Context: an optimization exercise on an open-source flow, tuned for small area, a short achievable clock period and few clock cycles per item. The choices shown serve that exercise and are no tape-out recipe.
In this exercise RTL edits were held to simulation tests only and were not proved equivalent to the original.

==> flow/design.v, too long to show whole: its modules and the start of the top module <==
// module mult: 1235 lines
// module mult_fa: 4 lines
// module mult_ha: 4 lines
module mult(
	input clk, rst, start, in_is_signed,
	input [31:0] in_a, in_b,
	output mult_status,
	output [63:0] s);
  // ...
==> flow/run.sh <==
#!/bin/bash
# synth_recipe.tcl (not shown) runs the flow's synth.tcl, then flattens the netlist and writes it again
# the make line also repeats each setting of config.mk as NAME=value (left out here)
make -C /OpenROAD-flow-scripts/flow DESIGN_CONFIG=/design/flow/config.mk WORK_HOME=/design/flow/orfs CLKGATE_MAP_FILE= SYNTH_SCRIPT=/design/flow/synth_recipe.tcl finish
==> flow/config.mk <==
export PLATFORM = sky130hd
export DESIGN_NAME = mult
export DESIGN_NICKNAME = mult
export VERILOG_FILES = /design/flow/design.v
export SDC_FILE = /design/flow/constraint.sdc
export NUM_CORES = 4
export LEC_CHECK = 0
export ABC_AREA = 1
export CAP_MARGIN = 20
export CORE_MARGIN = 2
export CORE_UTILIZATION = 40
export SLEW_MARGIN = 20
export SYNTH_HIERARCHICAL = 1
==> flow/constraint.sdc <==
create_clock -name core_clock -period 50.0 [get_ports {clk}]
set_input_delay 10.0000 -clock core_clock [delete_from_list [all_inputs] [get_ports {clk}]]
set_output_delay 10.0000 -clock core_clock [all_outputs]
set_load 0.01 [all_outputs]
==> impl_summary.txt, run 1 <==
----------------------------------------------------
[GRT]
  Highest-utilization routing layer at the global route stage ... met2
  Initial antenna violation count ... 0
  Met1 track demand over resource ... 0.346
  Global-route wire length before repair ... 98.9 mm

[Cells and area]
  Final Util ... 0.452
  Clk_buf instances ... 19
  Fraction of standard cell area that is sequential ... 0.166
  Number of combinational gates with multiple inputs ... 1582

[Logic synthesis]
  Number of register bits inferred by synthesis ... 125
  Net count after synthesis ... 2502
  Post-synth ARST share ... 0
  Synthesized area divided by synthesized cell count ... 9.27 sq um
  Number of enable-type register cells in the synthesized netlist ... 106

[Worst setup path]
  Worst path slowest cell ... sky130_fd_sc_hd__inv_1
  Crit Reg-Reg Startpoint ... one[1]
  Critical Path Source Type ... flip-flop

[Floorplanning]
  Overall die area ... 49600 sq um

[Clock network]
  Number of setup buffers added after CTS ... 0
  Clock Sink Count ... 125
  CTS buffer count ... 17

[Run status]
  Run status ... timing/DRC/antenna clean

----------------------------------------------------
Testbench counts, summed over its fixed seeds: cycles 4,019, items 3,200.
==> run 2: changes to the inputs <==
==> flow/flow/run.sh (new file) <==
#!/bin/bash
set -euo pipefail
export BUFFER_PORTS_ARGS="-buffer_cell sky130_fd_sc_hd__buf_2"
bash standard.sh > standard.log 2>&1
==> flow/standard.sh (new file) <==
#!/bin/bash
# synth_recipe.tcl (not shown) runs the flow's synth.tcl, then flattens the netlist and writes it again
# the make line also repeats each setting of config.mk as NAME=value (left out here)
make -C /OpenROAD-flow-scripts/flow DESIGN_CONFIG=/design/flow/config.mk WORK_HOME=/design/flow/orfs CLKGATE_MAP_FILE= SYNTH_SCRIPT=/design/flow/synth_recipe.tcl "${@:-finish}"
--- a/flow/config.mk
+++ b/flow/config.mk
@@ -8,6 +8,6 @@
 export ABC_AREA = 1
-export CAP_MARGIN = 20
+export CAP_MARGIN = 60
 export CORE_MARGIN = 2
 export CORE_UTILIZATION = 40
-export SLEW_MARGIN = 20
+export SLEW_MARGIN = 80
 export SYNTH_HIERARCHICAL = 1
removed: flow/run.sh
==> run 2 against run 1 <==
- register-to-register slack better by 0.68 ns
- count of clock-buffer cells in the layout is 1 lower
- sequential share of layout area is 0.76 points lower
- still clean on timing, DRC and antenna
- critical endpoint is now s[47]
- maximum frequency is 6.5% higher
- critical path depth is 2 higher
- sequential cell count stayed put
- synthesized cell count stayed put
==> impl_summary.txt, run 2 <==
----------------------------------------------------
[Run status]
  Run status ... timing/DRC/antenna clean

[Worst setup path]
  Critical Path Source Type ... flip-flop
  Largest fanout on the critical path ... 19
  Category of the worst setup path capture point ... output pin
  Arrival time of data at the critical path endpoint ... 6.40 ns
  Worst path slowest cell ... sky130_fd_sc_hd__fa_1
  WP data required ... 40.00 ns
  Critical path class ... reg2out
  Largest stage delay on the critical path ... 0.51 ns

[STA]
  Fraction of the cycle the final worst path needs ... 0.328
  Final critical path time including I/O delays and setup ... 16.40 ns
  Actual slew at the worst max-slew pin ... 0.325 ns
  Relative slew slack ... 0.784
  Final slew viol count ... 0
  Number of hold violations in the final report ... 0
  Aggregate negative setup slack ... 0 ns
  Final critical-path setup slack ... 33.60 ns
  Unrepaired setup endpoints after global routing ... false
  Max Clock Freq ... 61.0 MHz
  Skew final ... 0.0145 ns
  Final setup viols ... 0

[Floorplanning]
  Starting density of the core ... 0.403
  Total core area ... 47400 sq um
  Die outline width ... 223 um
  Overall die area ... 49600 sq um (unchanged)
  Standard-cell row count ... 80
  Die outline height ... 223 um
  Number of top-level pins ... 133

[GRT]
  Global-route wire length before repair ... 99.2 mm (+0.30%)
  Via count of the first global-routing pass ... 16679
  Global-route usage over all layers ... 0.262
  Residual overflow from global routing ... 0
  Maximum number of pins on one net before global-route repair ... 34
  Initial antenna violation count ... 0 (unchanged)

[Logic synthesis]
  Unique cell type count in the Yosys netlist ... 37
  Net count after synthesis ... 2502 (unchanged)
  Sequential cell area fraction in the yosys report ... 0.186
  Cell type with the largest total area after synthesis ... sky130_fd_sc_hd__fa_1
  Yosys top cell area share ... 0.295
  Number of cells produced by synthesis ... 2064
  Netlist area before placement ... 19100 sq um
  Number of register bits inferred by synthesis ... 125 (unchanged)
  Number of enable-type register cells in the synthesized netlist ... 106 (unchanged)
  Top_reg_cell synth ... sky130_fd_sc_hd__edfxtp_1
  Synthesized area divided by synthesized cell count ... 9.27 sq um (unchanged)
  Area contributors post-synth ... sky130_fd_sc_hd__fa_1 29%, sky130_fd_sc_hd__edfxtp_1 17%, sky130_fd_sc_hd__xor2_1 14%
  Synth cell count leaders ... 316 x sky130_fd_sc_hd__xor2_1, 308 x sky130_fd_sc_hd__nand2_1, 296 x sky130_fd_sc_hd__o22ai_1
  Syn. warnings ... 7
  Library cell with the highest instance count after synthesis ... sky130_fd_sc_hd__xor2_1
  Post-synth ARST share ... 0 (unchanged)

[Job]
  Max-cap viol count ... 0

[Clock network]
  Number of cells upsized or downsized after cts ... 0
  Maximum count of clock buffers along a single path ... 2
  TritonCTS clock tree ... done
  Source-to-sink clock delay at the later pin of the worst-skew pair ... 0.45 ns
  Level count of the clock H-tree ... 4
  Hold bufs inserted after CTS ... 0
  Clock Sink Count ... 125 (unchanged)
  Number of setup buffers added after CTS ... 0 (unchanged)
  CTS buffer count ... 17 (unchanged)
  CTS root buffer ... sky130_fd_sc_hd__clkbuf_16
  Clock transition at path regs ... 0.06 ns

[Placed design]
  Pre-CTS setup slack ... 34.02 ns
  Routability cong. ... 0.933
  HPWL after DPL ... 49.4 mm
  Number of buffers inserted by port buffering ... 132

[Cells and area]
  Layout cell share with drive strength beyond 1 ... 0.176
  Antenna cell count ... 0
  Top Registers ... acc (46), n (33), wlo (18)
  Number of nets at the end of the flow ... 2581
  Flip-flop count of the largest register, all copies and words added ... 46
  Top reg by flops ... acc
  Commonest non-fill, non-tap cells in the layout ... 305 x sky130_fd_sc_hd__nand2_1, 305 x sky130_fd_sc_hd__xor2_1, 289 x sky130_fd_sc_hd__o22ai_1
  Synth-to-layout area growth ... 17.5%

[Min path]
  Worst hold-check path type ... reg2reg

[Drt]
  Routed wire per std cell ... 23.4 um
  Vias ... 16389
  Total Routed Length ... 64.8 mm
  First-pass DRT Iterations ... 8
  DRC violation total after the first TritonRoute iteration ... 1826
  Number of design rule violations left after detail routing ... 0
  Remaining antenna violation count after routing ... 0
  Per-cell via count in the routed design ... 5.92

----------------------------------------------------
==> run 2: cell counts after synthesis <==
No cell type changed its count.
==> run 2: through the flow <==
stage | hold WS (ns) | area, sq um | cells | utilization
floorplan | 0.521 | 19100 | 2064 | -
global placement | 0.441 | 20200 | 2689 | 0.426
detailed placement | 0.534 | 21700 | 2734 | 0.457
CTS | 0.542 | 22300 | 2765 | 0.470
global route | 0.555 | 22500 | 2770 | 0.474
finish | 0.538 | 22500 | 2770 | 0.474
==> run 2: worst max-delay path, delay by kind of cell (launching register included) <==
family                   cells  cell delay [ns]
adder cells (fa/ha/maj)      7             3.01
AND/OR/NAND/NOR             12             1.23
buffers and inverters        5             0.69
XOR/XNOR                     2             0.44
flip-flops                   1             0.40
AO/OA/AOI/OAI                1             0.16
==> run 2: area by class of cell <==
class,count,area [sq um]
Clock buffer,18,429
Clock inverter,13,166
Fill cell,4430,25000
Inverter,205,943
Multi-Input combinational cell,1582,14700
Sequential cell,125,3560
Tap cell,615,769
Timing Repair Buffer,212,1950
==> run 2: Yosys stat by module (local to each module, per instance) <==
module / cells inside / area [sq um] / copies in the design
mult_fa: 1 / 20.0 / 251
mult: 1792 / 13900 / 1
mult_ha: 1 / 12.5 / 21
==> run 2: cell families (layout without fill, tap and decap cells) <==
| family | Yosys count | after routing | synth area share |
|---|---|---|---|
| AO/OA/AOI/OAI | 451 | 451 | 0.144 |
| AND/OR/NAND/NOR | 421 | 421 | 0.0900 |
| adder cells (fa/ha/maj) | 370 | 370 | 0.352 |
| buffers and inverters | 357 | 448 | 0.0720 |
| XOR/XNOR | 340 | 340 | 0.156 |
| flip-flops | 125 | 125 | 0.186 |
==> run 2: layer usage <==
layer / track usage / vias to the layer above / wire length, um
met3: 0.0579 / 184 / 6680
met5: 0 / - / 0
met2: 0.412 / 1004 / 29500
met1: 0.345 / 8094 / 25400
li1: - / 7107 / -
met4: 0.126 / 0 / 3230
==> run 2: worst paths after layout <==
path	startpoint	endpoint	slack, ns	cells after the start
max	neg[0]	s[47]	33.60	27
min	busy	busy	0.54	1
max reg2reg	neg[0]	acc[45]	43.86	26
min reg2reg	busy	busy	0.54	1
==> run 3: changes to the inputs <==
--- a/flow/config.mk
+++ b/flow/config.mk
@@ -8,6 +8,6 @@
 export ABC_AREA = 1
-export CAP_MARGIN = 60
+export CAP_MARGIN = 20
 export CORE_MARGIN = 2
 export CORE_UTILIZATION = 40
-export SLEW_MARGIN = 80
+export SLEW_MARGIN = 20
 export SYNTH_HIERARCHICAL = 1
==> run 3 against run 2 <==
- still clean
- cell count decreased by 1.8%
- sequential share of layout area up 1.3 points
- critical path depth shrank 1
- hold slack got worse by 0.085 ns
- clock skew down 0.0054 ns
- register-to-register slack lost 0.76 ns
- final area fell by 7.5%
- non-clock buffer count is 50 lower
- wire length shrank 1.7%
- synthesized area unchanged
- critical path type unchanged
- critical endpoint unchanged
==> impl_summary.txt, run 3 <==
----------------------------------------------------
[Worst setup path]
  Number of buffers and inverters on the critical path ... 2 (-3)
  Largest delay contributor family on the critical path ... adder cells
  Largest stage delay on the critical path ... 0.85 ns (+0.34 ns)
  Worst path slowest cell ... sky130_fd_sc_hd__inv_1
  Most frequent CP cell ... sky130_fd_sc_hd__nand2_1
  WP data required ... 40.00 ns (about the same)
  Category of the worst setup path capture point ... output pin
  Arrival time of data at the critical path endpoint ... 7.11 ns (+0.71 ns)
  Critical Path Source Type ... flip-flop
  Critical path class ... reg2out
  Largest fanout on the critical path ... 32 (+13)

[Logic synthesis]
  Library cell with the highest instance count after synthesis ... sky130_fd_sc_hd__xor2_1
  Yosys top cell area share ... 0.295 (unchanged)
  Cell type with the largest total area after synthesis ... sky130_fd_sc_hd__fa_1
  Syn. warnings ... 7 (unchanged)
  Net count after synthesis ... 2502 (unchanged)
  Top_reg_cell synth ... sky130_fd_sc_hd__edfxtp_1
  Synthesized area divided by synthesized cell count ... 9.27 sq um (unchanged)
  Number of enable-type register cells in the synthesized netlist ... 106 (unchanged)
  Unique cell type count in the Yosys netlist ... 37 (unchanged)
  Area contributors post-synth ... sky130_fd_sc_hd__fa_1 29%, sky130_fd_sc_hd__edfxtp_1 17%, sky130_fd_sc_hd__xor2_1 14%
  Post-synth ARST share ... 0 (unchanged)
  Number of cells produced by synthesis ... 2064 (unchanged)
  Number of register bits inferred by synthesis ... 125 (unchanged)
  Synth cell count leaders ... 316 x sky130_fd_sc_hd__xor2_1, 308 x sky130_fd_sc_hd__nand2_1, 296 x sky130_fd_sc_hd__o22ai_1
  Sequential cell area fraction in the yosys report ... 0.186 (unchanged)
  Netlist area before placement ... 19100 sq um (unchanged)

[Min path]
  Worst hold-check path type ... reg2reg

[Cells and area]
  Most common library cell in the layout ignoring fill and taps ... sky130_fd_sc_hd__xor2_1
  Synth-to-layout area growth ... 8.69%
  Layout cell share with drive strength beyond 1 ... 0.107 (-0.0695)
  Multi-input combinational cell area ... 14200 sq um (-2.9%)
  Commonest non-fill, non-tap cells in the layout ... 316 x sky130_fd_sc_hd__xor2_1, 307 x sky130_fd_sc_hd__nand2_1, 296 x sky130_fd_sc_hd__o22ai_1
  Seq. cell area ... 3560 sq um (unchanged)
  Antenna cell count ... 0 (unchanged)
  Top Registers ... acc (46), n (33), wlo (18)
  Flip-flop count of the largest register, all copies and words added ... 46 (unchanged)
  Top reg by flops ... acc
  Area of all placed cells without fillers ... 20800 sq um (-7.5%)
  Fillcell total ... 4656 (+5.1%)
  Number of nets at the end of the flow ... 2531 (-1.9%)
  Final standard cell count with taps included and fillers excluded ... 2721 (-1.8%)

[Clock network]
  Number of cells upsized or downsized after cts ... 0 (unchanged)
  Maximum count of clock buffers along a single path ... 2 (unchanged)
  Clock transition at path regs ... 0.06 ns (about the same)
  TritonCTS clock tree ... done
  CTS buffer count ... 17 (unchanged)
  CTS root buffer ... sky130_fd_sc_hd__clkbuf_16
  Number of setup buffers added after CTS ... 0 (unchanged)
  Hold bufs inserted after CTS ... 0 (unchanged)
  Source-to-sink clock delay at the later pin of the worst-skew pair ... 0.44 ns (about the same)
  Level count of the clock H-tree ... 4 (unchanged)
  Clock Sink Count ... 125 (unchanged)

[STA]
  Actual slew at the worst max-slew pin ... 1.14 ns (+0.818 ns)
  Number of hold violations in the final report ... 0 (unchanged)
  Fraction of the cycle the final worst path needs ... 0.342 (+0.0141)
  Final setup viols ... 0 (unchanged)
  Max Clock Freq ... 58.5 MHz (-4.1%)
  Aggregate negative setup slack ... 0 ns (unchanged)
  Hold_ws ... 0.453 ns (-0.0853 ns)
  Final slew viol count ... 0 (unchanged)
  Relative slew slack ... 0.238 (-0.546)
  Skew final ... 0.00911 ns (-0.00543 ns)
  Final critical path time including I/O delays and setup ... 17.11 ns (+0.704 ns)
  Unrepaired setup endpoints after global routing ... false

[Drt]
  Vias ... 16037 (-2.1%)
  Per-cell via count in the routed design ... 5.89 (-0.39%)
  First-pass DRT Iterations ... 6 (-2)
  Number of design rule violations left after detail routing ... 0 (unchanged)
  Remaining antenna violation count after routing ... 0 (unchanged)
  DRC violation total after the first TritonRoute iteration ... 1571 (-14%)
  Total Routed Length ... 63.7 mm (-1.7%)
  Routed wire per std cell ... 23.4 um (about the same)

[Floorplanning]
  Starting density of the core ... 0.403 (unchanged)
  Number of top-level pins ... 133 (unchanged)
  Die outline width ... 223 um (unchanged)
  Total core area ... 47400 sq um (unchanged)
  Overall die area ... 49600 sq um (unchanged)
  Standard-cell row count ... 80 (unchanged)
  Die outline height ... 223 um (unchanged)

[Run status]
  Run status ... timing/DRC/antenna clean

[GRT]
  Maximum number of pins on one net before global-route repair ... 75 (+120%)
  Global-route usage over all layers ... 0.258 (-0.00442)
  Global-route wire length before repair ... 97.1 mm (-2.2%)
  Residual overflow from global routing ... 0 (unchanged)
  Initial antenna violation count ... 0 (unchanged)
  Via count of the first global-routing pass ... 16111 (-3.4%)

[Placed design]
  HPWL after DPL ... 46.2 mm (-6.5%)
  Routability cong. ... 0.933 (unchanged)
  Placement-stage cell area ... 20200 sq um (-6.9%)
  Post-placement cell count ... 2689 (-1.6%)
  Number of buffers inserted by port buffering ... 132 (unchanged)

[Job]
  Max-cap viol count ... 0 (unchanged)

----------------------------------------------------
[run 3: cell counts after synthesis]
Identical to the previous run, type by type.
[run 3: worst paths after layout]
path              cells after the start      end  slack [ns]  startpoint
hold reg to reg                       1     busy        0.45        busy
setup reg to reg                     25  acc[45]       43.10      one[1]
hold / removal                        1     busy        0.45        busy
setup / recovery                     26    s[47]       32.89      one[1]
[run 3: worst register-to-register path, cell delays in order, from the launching register on]
cell	delay (ns)
sky130_fd_sc_hd__edfxtp_1	0.42
sky130_fd_sc_hd__inv_1	0.85
sky130_fd_sc_hd__o22ai_1	0.24
sky130_fd_sc_hd__xor2_1	0.20
sky130_fd_sc_hd__fa_1	0.53
sky130_fd_sc_hd__fa_1	0.44
sky130_fd_sc_hd__fa_1	0.46
sky130_fd_sc_hd__fa_1	0.53
sky130_fd_sc_hd__fa_1	0.42
sky130_fd_sc_hd__ha_1	0.35
sky130_fd_sc_hd__nand2_1	0.08
sky130_fd_sc_hd__nand2_1	0.06
sky130_fd_sc_hd__nand2_1	0.07
sky130_fd_sc_hd__nand2_1	0.05
sky130_fd_sc_hd__nand2_1	0.06
sky130_fd_sc_hd__nand2_1	0.08
sky130_fd_sc_hd__a21oi_1	0.13
sky130_fd_sc_hd__nand2_1	0.27
sky130_fd_sc_hd__nand2_1	0.14
sky130_fd_sc_hd__nand3_1	0.14
sky130_fd_sc_hd__nand2_1	0.12
sky130_fd_sc_hd__nand3_1	0.13
sky130_fd_sc_hd__fa_1	0.41
sky130_fd_sc_hd__xor2_1	0.20
sky130_fd_sc_hd__nand2_1	0.07
sky130_fd_sc_hd__o21ai_0	0.16
[run 3: final cells by class]
cell class	count	area share
repair buffers	162	0.0426
flip-flops and latches	125	0.171
clock inverters	14	0.00758
well taps	615	0.0370
multi-input cells	1582	0.684
clock buffers	18	0.0206
inverters	205	0.0370
[run 3: through the flow]
step / setup slack, ns / util
2_1_floorplan: 34.60 / -
3_3_place_gp: 33.44 / 0.426
3_5_place_dp: 33.39 / 0.426
4_1_cts: 32.90 / 0.438
5_1_grt: 32.51 / 0.439
6_report: 32.89 / 0.439
[run 3: cells by family after synthesis]
group | count (synthesis) | synth area share
XOR/XNOR | 340 | 0.156
AND/OR/NAND/NOR | 421 | 0.0900
adder cells (fa/ha/maj) | 370 | 0.352
buffers and inverters | 357 | 0.0720
AO/OA/AOI/OAI | 451 | 0.144
flip-flops | 125 | 0.186
[run 3: layer usage]
metal,wire (um),up-vias,track usage
met3,6680,151,0.0581
met2,29100,965,0.406
met4,2850,0,0.120
met1,25100,7914,0.339
li1,-,7007,-
met5,0,-,0
[run 3: Yosys stat by module, one instance, submodules excluded]
module   flops+latches  cells
mult               125   1792
mult_ha              0      1
mult_fa              0      1
==> run 4: changes to the inputs <==
--- a/flow/config.mk
+++ b/flow/config.mk
@@ -10,3 +10,4 @@
 export CORE_MARGIN = 2
-export CORE_UTILIZATION = 40
+export CORE_UTILIZATION = 60
+export PLACE_DENSITY = 0.75
 export SLEW_MARGIN = 20
==> run 4 against run 3 <==
- setup slack improved by 0.045 ns
- clock skew rose by 0.00075 ns
- wire length shrank 3.0%
- critical path depth decreased by 2
- non-clock buffer count grew 4
- hold slack improved by 0.12 ns
- global-route usage increased by 12 points
- sequential cell count unchanged
- first-iteration DRC count grew 24%
==> impl_summary.txt, run 4 <==
----------------------------------------------------
[Run status]
  Run status ... timing/DRC/antenna clean

[Worst setup path]
  Most frequent CP cell ... sky130_fd_sc_hd__nand2_1
  Arrival time of data at the critical path endpoint ... 7.06 ns (-0.05 ns)
  Worst path slowest cell ... sky130_fd_sc_hd__inv_1
  Register-to-register setup slack ... 43.16 ns (+0.06 ns)
  Cell chain of the critical path ... inv_1 > o22ai_1 > xor2_1 > fa_1 > fa_1 > fa_1 > fa_1 > fa_1 > ha_1 > a21oi_1 > nand2_1 > nand2_1 > nand2_1 > a21oi_1 > nand2_1 > nand2_1 > nand3_1 > nand2_1 > nand3_1 > nand3_1 > nand2_1 > fa_1 > xor2_1 > buf_2
  Largest fanout on the critical path ... 32 (unchanged)
  Largest delay contributor family on the critical path ... adder cells
  Number of buffers and inverters on the critical path ... 2 (unchanged)
  Worst r2r path cells ... 23 (-8.0%)
  Critical Path Source Type ... flip-flop
  Largest stage delay on the critical path ... 0.75 ns (-0.10 ns)
  Category of the worst setup path capture point ... output pin
  Crit Reg-Reg Startpoint ... one[0]
  Endpoint of the worst register-to-register path ... acc[31]
  Critical path class ... reg2out
  WP data required ... 40.00 ns (about the same)

[Drt]
  First-pass DRT Iterations ... 7 (+1)
  Per-cell via count in the routed design ... 6.58 (+12%)
  Remaining antenna violation count after routing ... 0 (unchanged)
  Total Routed Length ... 61.8 mm (-3.0%)
  Vias ... 16535 (+3.1%)
  DRC violation total after the first TritonRoute iteration ... 1941 (+24%)
  Routed wire per std cell ... 24.6 um (+5.1%)
  Number of design rule violations left after detail routing ... 0 (unchanged)

[Min path]
  Worst min-delay path startpoint ... wlo[17]
  Cells on Worst Hold Path ... 2 (+1)
  Worst hold-check path type ... reg2reg
  End point of the worst hold path ... neg[8]

[Clock network]
  Source-to-sink clock delay at the later pin of the worst-skew pair ... 0.43 ns (about the same)
  Clock Sink Count ... 125 (unchanged)
  Hold bufs inserted after CTS ... 0 (unchanged)
  Maximum count of clock buffers along a single path ... 2 (unchanged)
  Number of setup buffers added after CTS ... 0 (unchanged)
  TritonCTS clock tree ... done
  CTS root buffer ... sky130_fd_sc_hd__clkbuf_16
  CTS buffer count ... 17 (unchanged)
  Number of cells upsized or downsized after cts ... 0 (unchanged)
  Clock transition at path regs ... 0.06 ns (about the same)
  Level count of the clock H-tree ... 4 (unchanged)

[Logic synthesis]
  Post-synth ARST share ... 0 (unchanged)
  Synthesized area divided by synthesized cell count ... 9.27 sq um (unchanged)
  Cell type with the largest total area after synthesis ... sky130_fd_sc_hd__fa_1
  Sequential cell area fraction in the yosys report ... 0.186 (unchanged)
  Net count after synthesis ... 2502 (unchanged)
  Number of register bits inferred by synthesis ... 125 (unchanged)
  Yosys top cell area share ... 0.295 (unchanged)
  Unique cell type count in the Yosys netlist ... 37 (unchanged)
  Syn. warnings ... 7 (unchanged)
  Synth cell count leaders ... 316 x sky130_fd_sc_hd__xor2_1, 308 x sky130_fd_sc_hd__nand2_1, 296 x sky130_fd_sc_hd__o22ai_1
  Area contributors post-synth ... sky130_fd_sc_hd__fa_1 29%, sky130_fd_sc_hd__edfxtp_1 17%, sky130_fd_sc_hd__xor2_1 14%
  Top_reg_cell synth ... sky130_fd_sc_hd__edfxtp_1
  Netlist area before placement ... 19100 sq um (unchanged)
  Library cell with the highest instance count after synthesis ... sky130_fd_sc_hd__xor2_1
  Number of cells produced by synthesis ... 2064 (unchanged)
  Number of enable-type register cells in the synthesized netlist ... 106 (unchanged)

[STA]
  Final slew viol count ... 0 (unchanged)
  Max Clock Freq ... 58.6 MHz (+0.26%)
  Final setup viols ... 0 (unchanged)
  Number of hold violations in the final report ... 0 (unchanged)
  Actual slew at the worst max-slew pin ... 1.04 ns (-0.102 ns)
  Skew final ... 0.00986 ns (+0.000745 ns)
  Fraction of the cycle the final worst path needs ... 0.341 (-0.000900)
  Aggregate negative setup slack ... 0 ns (unchanged)
  Relative slew slack ... 0.306 (+0.0686)
  Final critical path time including I/O delays and setup ... 17.06 ns (-0.0450 ns)
  Unrepaired setup endpoints after global routing ... false

[GRT]
  Global-route wire length before repair ... 94.9 mm (-2.3%)
  Via count of the first global-routing pass ... 16461 (+2.2%)
  Initial antenna violation count ... 0 (unchanged)
  Global-route usage over all layers ... 0.378 (+0.120)
  Maximum number of pins on one net before global-route repair ... 74 (-1.3%)
  Residual overflow from global routing ... 0 (unchanged)

[Cells and area]
  Top reg by flops ... acc
  Synth-to-layout area growth ... 7.50%
  Top Registers ... acc (46), n (33), wlo (18)
  Flip-flop count of the largest register, all copies and words added ... 46 (unchanged)
  Antenna cell count ... 0 (unchanged)
  Commonest non-fill, non-tap cells in the layout ... 316 x sky130_fd_sc_hd__xor2_1, 307 x sky130_fd_sc_hd__nand2_1, 296 x sky130_fd_sc_hd__o22ai_1
  Number of nets at the end of the flow ... 2535 (+0.16%)
  Layout cell share with drive strength beyond 1 ... 0.108 (+0.00122)
  Most common library cell in the layout ignoring fill and taps ... sky130_fd_sc_hd__xor2_1

[Job]
  Max-cap viol count ... 0 (unchanged)

[Floorplanning]
  Die outline width ... 183 um (-18%)
  Standard-cell row count ... 65 (-19%)
  Die outline height ... 183 um (-18%)
  Total core area ... 31500 sq um (-34%)
  Starting density of the core ... 0.608 (+0.205)
  Number of top-level pins ... 133 (unchanged)
  Overall die area ... 33300 sq um (-33%)

[Placed design]
  HPWL after DPL ... 44.4 mm (-3.9%)
  Number of buffers inserted by port buffering ... 132 (unchanged)
  Routability cong. ... 0.976 (+4.6%)

----------------------------------------------------
==> run 4: cell counts after synthesis <==
Identical to the previous run, type by type.
==> run 4: Yosys stat by module (local to each module, per instance) <==
module	flops+latches	area, sq um
mult	125	13900
mult_fa	0	20.0
mult_ha	0	12.5
==> run 4: kinds of logic (layout without fill, tap and decap cells) <==
family                   after synthesis  count (layout)  synth area share
AO/OA/AOI/OAI                        451             451             0.144
XOR/XNOR                             340             340             0.156
adder cells (fa/ha/maj)              370             370             0.352
buffers and inverters                357             403            0.0720
flip-flops                           125             125             0.186
AND/OR/NAND/NOR                      421             421            0.0900
==> run 4: per-stage QoR <==
step                utilization  area [sq um]  hold WS (ns)  setup slack [ns]  std cells
floorplan                     -         19100         0.521             34.60       2064
global placement          0.635         20000         0.534             33.71       2479
detailed placement        0.635         20000         0.546             33.54       2480
CTS                       0.654         20600         0.565             33.07       2512
global route              0.654         20600         0.583             32.66       2512
finish                    0.654         20600         0.570             32.94       2512
==> run 4: worst max-delay path by stage <==
| stage | startpoint | end | slack (ns) | depth (start not counted) |
|---|---|---|---|---|
| 2_1_floorplan | neg[0] | s[47] | 34.60 | 25 |
| 3_3_place_gp | one[0] | s[31] | 33.71 | 24 |
| 3_5_place_dp | one[0] | s[31] | 33.54 | 22 |
| 4_1_cts | one[0] | s[47] | 33.07 | 24 |
| 5_1_grt | two[0] | s[47] | 32.66 | 24 |
| 6_report | one[0] | s[47] | 32.94 | 24 |
==> run 4: per-layer routing <==
metal  share of wire  wire, um  GRT usage  vias to the layer above
met2            0.45     28000      0.589                     1331
met3            0.13      7900      0.106                      280
met1            0.36     22100      0.483                     7909
met4           0.061      3770      0.201                        0
li1                -         -          -                     7015
met5               0         0          0                        -
==> run 4: cell type report <==
type | count | area [sq um]
fillers | 2574 | 10900
well taps | 402 | 503
multi-input cells | 1582 | 14200
inverters | 205 | 769
clock buffers | 18 | 429
repair buffers | 166 | 928
flip-flops and latches | 125 | 3560
clock inverters | 14 | 158
==> run 4: worst reg2reg max path, stage by stage (launching register included) <==
cell	delay (ns)
sky130_fd_sc_hd__edfxtp_1	0.40
sky130_fd_sc_hd__inv_1	0.75
sky130_fd_sc_hd__o22ai_1	0.24
sky130_fd_sc_hd__xor2_1	0.21
sky130_fd_sc_hd__fa_1	0.54
sky130_fd_sc_hd__fa_1	0.45
sky130_fd_sc_hd__fa_1	0.41
sky130_fd_sc_hd__fa_1	0.51
sky130_fd_sc_hd__fa_1	0.42
sky130_fd_sc_hd__ha_1	0.34
sky130_fd_sc_hd__a21oi_1	0.25
sky130_fd_sc_hd__nand2_1	0.10
sky130_fd_sc_hd__nand2_1	0.06
sky130_fd_sc_hd__nand2_1	0.09
sky130_fd_sc_hd__a31oi_1	0.29
sky130_fd_sc_hd__inv_1	0.12
sky130_fd_sc_hd__nand2_1	0.08
sky130_fd_sc_hd__nand3_1	0.07
sky130_fd_sc_hd__inv_1	0.10
sky130_fd_sc_hd__o21ai_0	0.11
sky130_fd_sc_hd__fa_1	0.39
sky130_fd_sc_hd__xor2_1	0.42
sky130_fd_sc_hd__nand2_1	0.19
sky130_fd_sc_hd__o21ai_1	0.15

==> static timing again, ports no longer ideal <==
In the flow no input, the clock included, has a driving cell. The finished layouts below were timed again as built, in two steps.
Step 1: set_driving_cell puts a clkbuf_16 on clk and a buf_2 on each other input, an assumption about the parent block.
Step 2, shift: input delay + t, output delay - t, t = (earliest + latest rising clock arrival at the registers) / 2. This alone moves slack from input paths to output paths.
Three values: ideal ports, drivers, drivers and shift; two values: the first two.
run | t, ns | setup slack, ns | hold slack, ns | worst register clock-pin slew, ns
run 1 | 0.498 | 32.523 / 32.471 / 32.969 | 0.567 / 0.567 / 0.567 | 0.07 / 0.07
run 2 | 0.491 | 33.596 / 33.549 / 34.040 | 0.538 / 0.538 / 0.538 | 0.07 / 0.07
run 3 | 0.492 | 32.892 / 32.839 / 33.331 | 0.453 / 0.453 / 0.453 | 0.07 / 0.07
run 4 | 0.476 | 32.937 / 32.884 / 33.360 | 0.570 / 0.570 / 0.570 | 0.07 / 0.07
After both steps every run listed still meets setup and hold.
